Source: an optimization exercise on an open RTL-to-GDS flow (aim: small area and few clock cycles per item). Production flows keep margins and buffers that such runs may drop.
Only simulation tests tie the RTL to the original design; equivalence was not proved.

==> design/flow/design.v <==
module AxiPeriph(
  input         clock,
  input         reset,
  input  [4:0]  io_axi_s0_aw_awaddr,
  input  [2:0]  io_axi_s0_aw_awprot,
  input         io_axi_s0_aw_awvalid,
  output        io_axi_s0_aw_awready,
  input  [11:0] io_axi_s0_aw_awid,
  input  [31:0] io_axi_s0_w_wdata,
  input  [3:0]  io_axi_s0_w_wstrb,
  input         io_axi_s0_w_wvalid,
  output        io_axi_s0_w_wready,
  input  [11:0] io_axi_s0_w_wid,
  output [1:0]  io_axi_s0_b_bresp,
  output        io_axi_s0_b_bvalid,
  input         io_axi_s0_b_bready,
  output [11:0] io_axi_s0_b_bid,
  input  [4:0]  io_axi_s0_ar_araddr,
  input  [2:0]  io_axi_s0_ar_arprot,
  input         io_axi_s0_ar_arvalid,
  output        io_axi_s0_ar_arready,
  input  [11:0] io_axi_s0_ar_arid,
  output [31:0] io_axi_s0_r_rdata,
  output [1:0]  io_axi_s0_r_rresp,
  output        io_axi_s0_r_rvalid,
  input         io_axi_s0_r_rready,
  output [11:0] io_axi_s0_r_rid,
  output [1:0]  io_leds,
  output        io_irqOut
);
  reg  [31:0] regs [0:7];
  reg         bvalid;
  reg  [11:0] bid;
  reg         rvalid;
  reg  [11:0] rid;
  reg  [2:0]  raddr;   
  wire bfree = ~bvalid | io_axi_s0_b_bready;
  wire rfree = ~rvalid | io_axi_s0_r_rready;
  wire wacc  = io_axi_s0_aw_awvalid & io_axi_s0_w_wvalid & bfree;
  wire racc  = io_axi_s0_ar_arvalid & rfree;
  wire [31:0] wd = io_axi_s0_w_wdata & {32{~reset}};
  wire [7:0] we;
  AxiWrDec wdec (.reset(reset), .wacc(wacc), .a(io_axi_s0_aw_awaddr[4:2]), .we(we));
  integer k;
  always @(posedge clock) begin
    for (k = 0; k < 8; k = k + 1)
      if (we[k])
        regs[k] <= wd;
  end
  always @(posedge clock) begin
    if (reset) begin
      bvalid <= 1'b0;
      rvalid <= 1'b0;
    end else begin
      if (wacc) bvalid <= 1'b1;
      else if (io_axi_s0_b_bready) bvalid <= 1'b0;
      if (racc) rvalid <= 1'b1;
      else if (io_axi_s0_r_rready) rvalid <= 1'b0;
    end
    if (wacc) bid <= io_axi_s0_aw_awid;
    if (racc) begin
      rid <= io_axi_s0_ar_arid;
      raddr <= io_axi_s0_ar_araddr[4:2];
    end
  end
  wire [7:0]  rsel;
  wire [31:0] rdata;
  AxiDec3 dec (.a(raddr), .y(rsel));
  AxiRdMux mux (.sel(rsel),
    .r0(regs[0]), .r1(regs[1]), .r2(regs[2]), .r3(regs[3]),
    .r4(regs[4]), .r5(regs[5]), .r6(regs[6]), .r7(regs[7]), .y(rdata));
  assign io_axi_s0_aw_awready = io_axi_s0_w_wvalid & bfree;
  assign io_axi_s0_w_wready   = io_axi_s0_aw_awvalid & bfree;
  assign io_axi_s0_b_bvalid   = bvalid;
  assign io_axi_s0_b_bid      = bid;
  assign io_axi_s0_b_bresp    = 2'b00;
  assign io_axi_s0_ar_arready = rfree;
  assign io_axi_s0_r_rvalid   = rvalid;
  assign io_axi_s0_r_rid      = rid;
  assign io_axi_s0_r_rdata    = rdata;
  assign io_axi_s0_r_rresp    = 2'b00;
  assign io_leds   = regs[0][1:0];
  assign io_irqOut = regs[0][4];
endmodule
module AxiWrDec(
  input        reset,
  input        wacc,
  input  [2:0] a,
  output [7:0] we
);
  assign we = {8{reset}} | ({8{wacc}} & (8'd1 << a));
endmodule
module AxiDec3(
  input  [2:0] a,
  output [7:0] y
);
  assign y = 8'd1 << a;
endmodule
module AxiRdMux(
  input  [7:0]  sel,
  input  [31:0] r0, r1, r2, r3, r4, r5, r6, r7,
  output [31:0] y
);
  wire [31:0] na, nb;
  AxiAoi222 ga [31:0] (.s0(sel[0]), .s1(sel[1]), .s2(sel[2]),
                       .d0(r0), .d1(r1), .d2(r2), .yn(na));
  AxiAoi222 gb [31:0] (.s0(sel[3]), .s1(sel[4]), .s2(sel[5]),
                       .d0(r3), .d1(r4), .d2(r5), .yn(nb));
  AxiOut    gy [31:0] (.na(na), .nb(nb), .s0(sel[6]), .s1(sel[7]),
                       .d0(r6), .d1(r7), .y(y));
endmodule
module AxiAoi222(
  input s0, s1, s2, d0, d1, d2,
  output yn
);
  assign yn = ~((s0 & d0) | (s1 & d1) | (s2 & d2));
endmodule
module AxiOut(
  input na, nb, s0, s1, d0, d1,
  output y
);
  assign y = ~(na & nb) | (s0 & d0) | (s1 & d1);
endmodule
==> design/flow/flow/run.sh <==
#!/bin/bash
# Standard ORFS layout, with two changes: port buffers use the smallest
# buffer cell, and clock tree synthesis uses clkbuf_4 leaf clusters of about
# ten flip-flops, without dummy loads.
set -euo pipefail
export BUFFER_PORTS_ARGS="-buffer_cell sky130_fd_sc_hd__buf_1"
export CTS_ARGS="-sink_clustering_enable -repair_clock_nets -buf_list sky130_fd_sc_hd__clkbuf_4 -sink_clustering_size 10 -sink_clustering_max_diameter 60 -dont_use_dummy_load"
bash standard.sh > standard_flow.log 2>&1
==> design/flow/standard.sh <==
#!/bin/bash
# synth_recipe.tcl (not shown) runs the flow's synth.tcl, then flattens the netlist and writes it again
# the make line also repeats each setting of config.mk as NAME=value (left out here)
make -C /OpenROAD-flow-scripts/flow DESIGN_CONFIG=/design/flow/config.mk WORK_HOME=/design/flow/orfs CLKGATE_MAP_FILE= SYNTH_SCRIPT=/design/flow/synth_recipe.tcl "${@:-finish}"
==> design/flow/config.mk <==
export PLATFORM = sky130hd
export DESIGN_NAME = AxiPeriph
export DESIGN_NICKNAME = AxiPeriph
export VERILOG_FILES = /design/flow/design.v
export SDC_FILE = /design/flow/constraint.sdc
export NUM_CORES = 4
export LEC_CHECK = 0
export CAP_MARGIN = 0
export CORE_MARGIN = 2
export CORE_UTILIZATION = 40
export SLEW_MARGIN = 0
export SYNTH_HIERARCHICAL = 1
export SYNTH_MINIMUM_KEEP_SIZE = 0
==> design/flow/constraint.sdc <==
create_clock -name core_clock -period 5.0 [get_ports {clock}]
set_input_delay 1.0000 -clock core_clock [delete_from_list [all_inputs] [get_ports {clock}]]
set_output_delay 1.0000 -clock core_clock [all_outputs]
set_load 0.01 [all_outputs]
==> results.txt <==
-- critical path, delay by kind of cell, from the launching register on --
family | cells | cell delay [ns]
AO/OA/AOI/OAI | 1 | 0.18
buffers and inverters | 1 | 0.18
flip-flops | 1 | 0.51
AND/OR/NAND/NOR | 2 | 1.14
-- cell families (layout without fill, tap and decap cells) --
logic type,after synthesis,in the layout
flip-flops,285,285
AO/OA/AOI/OAI,106,106
AND/OR/NAND/NOR,81,81
buffers and inverters,13,182
other,1,4
-- flip-flops by register name, indices dropped and copies added (netlist names) --
register / flops
raddr: 3
rid: 12
bid: 12
regs: 256
bvalid: 1
rvalid: 1
-- routing by layer --
metal | vias up | share of wire (%) | wire length [µm] | global-route usage, %
met2 | 273 | 48 | 11000 | 28.8
met3 | 29 | 8.4 | 1920 | 3.74
li1 | 2477 | - | - | -
met5 | - | 0 | 0 | 0
met4 | 0 | 1.5 | 345 | 3.98
met1 | 2779 | 42 | 9530 | 23.4
-- synthesized netlist by cell type --
cell type,instances,area [µm²]
conb_1,1,3.75
nor3b_1,3,22.5
nor2_1,1,3.75
inv_1,3,11.3
and3_1,1,6.26
clkbuf_1,1,3.75
a41o_2,1,11.3
and3b_2,3,30.0
a22oi_1,32,240
a21oi_1,2,10.0
nand2_1,1,3.75
nand2b_1,2,12.5
edfxtp_1,283,8500
a21o_2,1,8.76
nor2b_4,1,13.8
buf_6,3,33.8
nor3_1,1,5.00
buf_4,6,45.0
and2_1,3,18.8
and2b_2,4,35.0
a222oi_1,64,641
a31o_2,1,8.76
a41o_1,2,20.0
nor2b_1,28,175
a31o_1,3,26.3
nand3_1,32,160
and3_2,1,7.51
dfxtp_1,2,40.0
-- stage by stage --
stage               util (%)  cells
floorplan                  -    489
global placement        44.3    954
detailed placement      44.3    954
CTS                     45.3    988
global route            45.3    988
finish                  45.3    988
-- per-module statistics from Yosys (local to each module, per instance), a selection --
| module | cells inside | flip-flops and latches | copies in the design |
|---|---|---|---|
| AxiPeriph | 337 | 285 | 1 |
| AxiWrDec | 13 | 0 | 1 |
| AxiDec3 | 8 | 0 | 1 |
| AxiOut | 2 | 0 | 32 |
| AxiAoi222 | 1 | 0 | 64 |
-- layout make-up --
cell class	instances	area (µm²)
tap	330	413
multi-input combinational	191	1500
sequential	285	8540
fill	2241	13700
timing repair buffer	145	594
clock buffer	34	255
inverter	3	11.3
-- report_power, final --
| group | internal [mW] | switching (mW) |
|---|---|---|
| registers | 2.85 | 0.0536 |
| clock network | 0.316 | 0.661 |
| logic | 0.102 | 0.239 |
| total | 3.26 | 0.954 |
-- worst paths after layout --
check / to / slack (ns)
max: io_axi_s0_r_rdata[29] / 1.38
min: rvalid / 0.55
max reg2reg: regs[2][22] / 2.32
min reg2reg: rvalid / 0.55
==> impl_metrics.json <==
{
  "status": "timing/DRC/antenna clean",
  "fin_skew_ns": 0.0424,
  "yosys.area_share.simple_pct": 4.90,
  "finalCriticalPeriod_ns": 3.62,
  "min_path_type": "flip-flop to flip-flop",
  "maxSlewViolCount": 0,
  "rsz0062_at_grt": "no",
  "wl_per_cell_um": 23.1,
  "drt_iter0_markers": 703,
  "worst-r2r-cell-count": 5,
  "worstPathArrival_ns": 2.62,
  "cts_buffers": 34,
  "drive_gt1_share_pct": 10.5,
  "path_clk_slew_ns": 0.11,
  "die_w_um": 163,
  "grt_pass1_wl_um": 34000,
  "cts_setup_buffers": 0,
  "synthXorXnorAreaFrac_pct": 0,
  "clock_sink_count": 285,
  "irDropWorstVdd_uv": 232,
  "placedInstanceArea_um2": 11100,
  "syn_area_um2": 10100,
  "io_buffers": 132,
  "cap_viol_max_count": 0,
  "final_cell_mix": "edfxtp_1, buf_1, a222oi_1, clkbuf_4",
  "crit_path_end_kind": "primary output",
  "cts_buffer_depth": 3,
  "avgSynthCellArea_um2": 20.8,
  "pin_count": 163,
  "core_area_um2": 25000,
  "rr_startpoint": "bvalid",
  "yosysSeqAreaShare_pct": 84.6,
  "fmaxAchievable_mhz": 276,
  "antenna_found_initial": 0,
  "gp_congestion": 0.714,
  "vias": 5558,
  "drc": 0,
  "syn_inst": 486,
  "clk-insertion-delay-late_ns": 0.60,
  "hold_ws_ns": 0.548,
  "power_per_cell_area_nw_per_um2": 373,
  "synth-seq-cells": 285,
  "synth_cell_types": 28,
  "startpoint_type": "flip-flop",
  "synth_top_family_by_area": "compound AO/OA/AOI/OAI gates",
  "cts_tree": "yes",
  "slew_headroom_pct": 29.5,
  "setup_viol": 0,
  "first_pass_iters": 5,
  "slowest_delay_ns": 0.95,
  "n_antenna_cell": 0,
  "syn_to_final_growth_pct": 12.0,
  "worst_pin_slew_ns": 1.06,
  "via_per_inst": 5.63,
  "synthMuxAreaShare_pct": 0,
  "finalCritPeriodShare_pct": 72.4,
  "path_max_fanout": 32,
  "nNetsFinal": 755,
  "hold_start": "rvalid",
  "grt_use_total_pct": 17.3,
  "grt.overflow.total": 0,
  "hold_violations": 0,
  "dpl_worst_slack_ns": 1.51,
  "tns_ns": 0,
  "ant_nets": 0,
  "synth-compound-area-share_pct": 9.57,
  "hold_path_depth": 2,
  "ys_warn_count": 9,
  "cts_root_buf": "clkbuf_4",
  "p_total_mw": 4.22,
  "drt_wl_total_um": 22800,
  "dieHeight_um": 163,
  "grt_max_degree": 33,
  "grt_pass1_vias": 5799,
  "die-area_um2": 26500,
  "path_cells": "and3b_2 -> a22oi_1 -> nand3_1 -> buf_1",
  "p_leak_nw": 3.62,
  "critPathKind": "flip-flop to primary output",
  "cts_resized": 0,
  "worstPathRequired_ns": 4.00,
  "synthAdderAreaFrac_pct": 0,
  "rows": 58,
  "setup_ws_ns": 1.38,
  "startpoint": "raddr[0]",
  "hold_buffers": 0,
  "postLayoutCellArea_um2": 11300,
  "start_util_pct": 40.4,
  "cp_slowest_cell": "and3b_2",
  "mostFrequentLayoutCell": "edfxtp_1",
  "hpwl_um": 12200,
  "h-tree-depth": 2
}
Testbench counts, summed over its fixed seeds: cycles 2,531, txns 3,200.

## afterwards: timing with drivers on the ports
The flow's constraints put no driver on any port. The routed layout listed below was extracted and timed again, unchanged, in two steps.
Step 1 assumes that a clkbuf_16 drives the clock port and a buf_2 every other input.
Step 2 times the ports against the registers' clock, not the clock port: input delays grow and output delays shrink by t, the midpoint of the rising clock arrivals with the driver on.
a / b / c = ideal / step 1 / step 2; a / b = the first two.
t, ns: 0.615
setup slack, ns: 1.382 / 1.350 / 1.564
worst slew at a driven data input, ns: 0.04
After both steps this run still meets setup and hold. For this run, drivers alone change the setup slack by -0.032 ns; drivers and shift together by +0.182 ns.
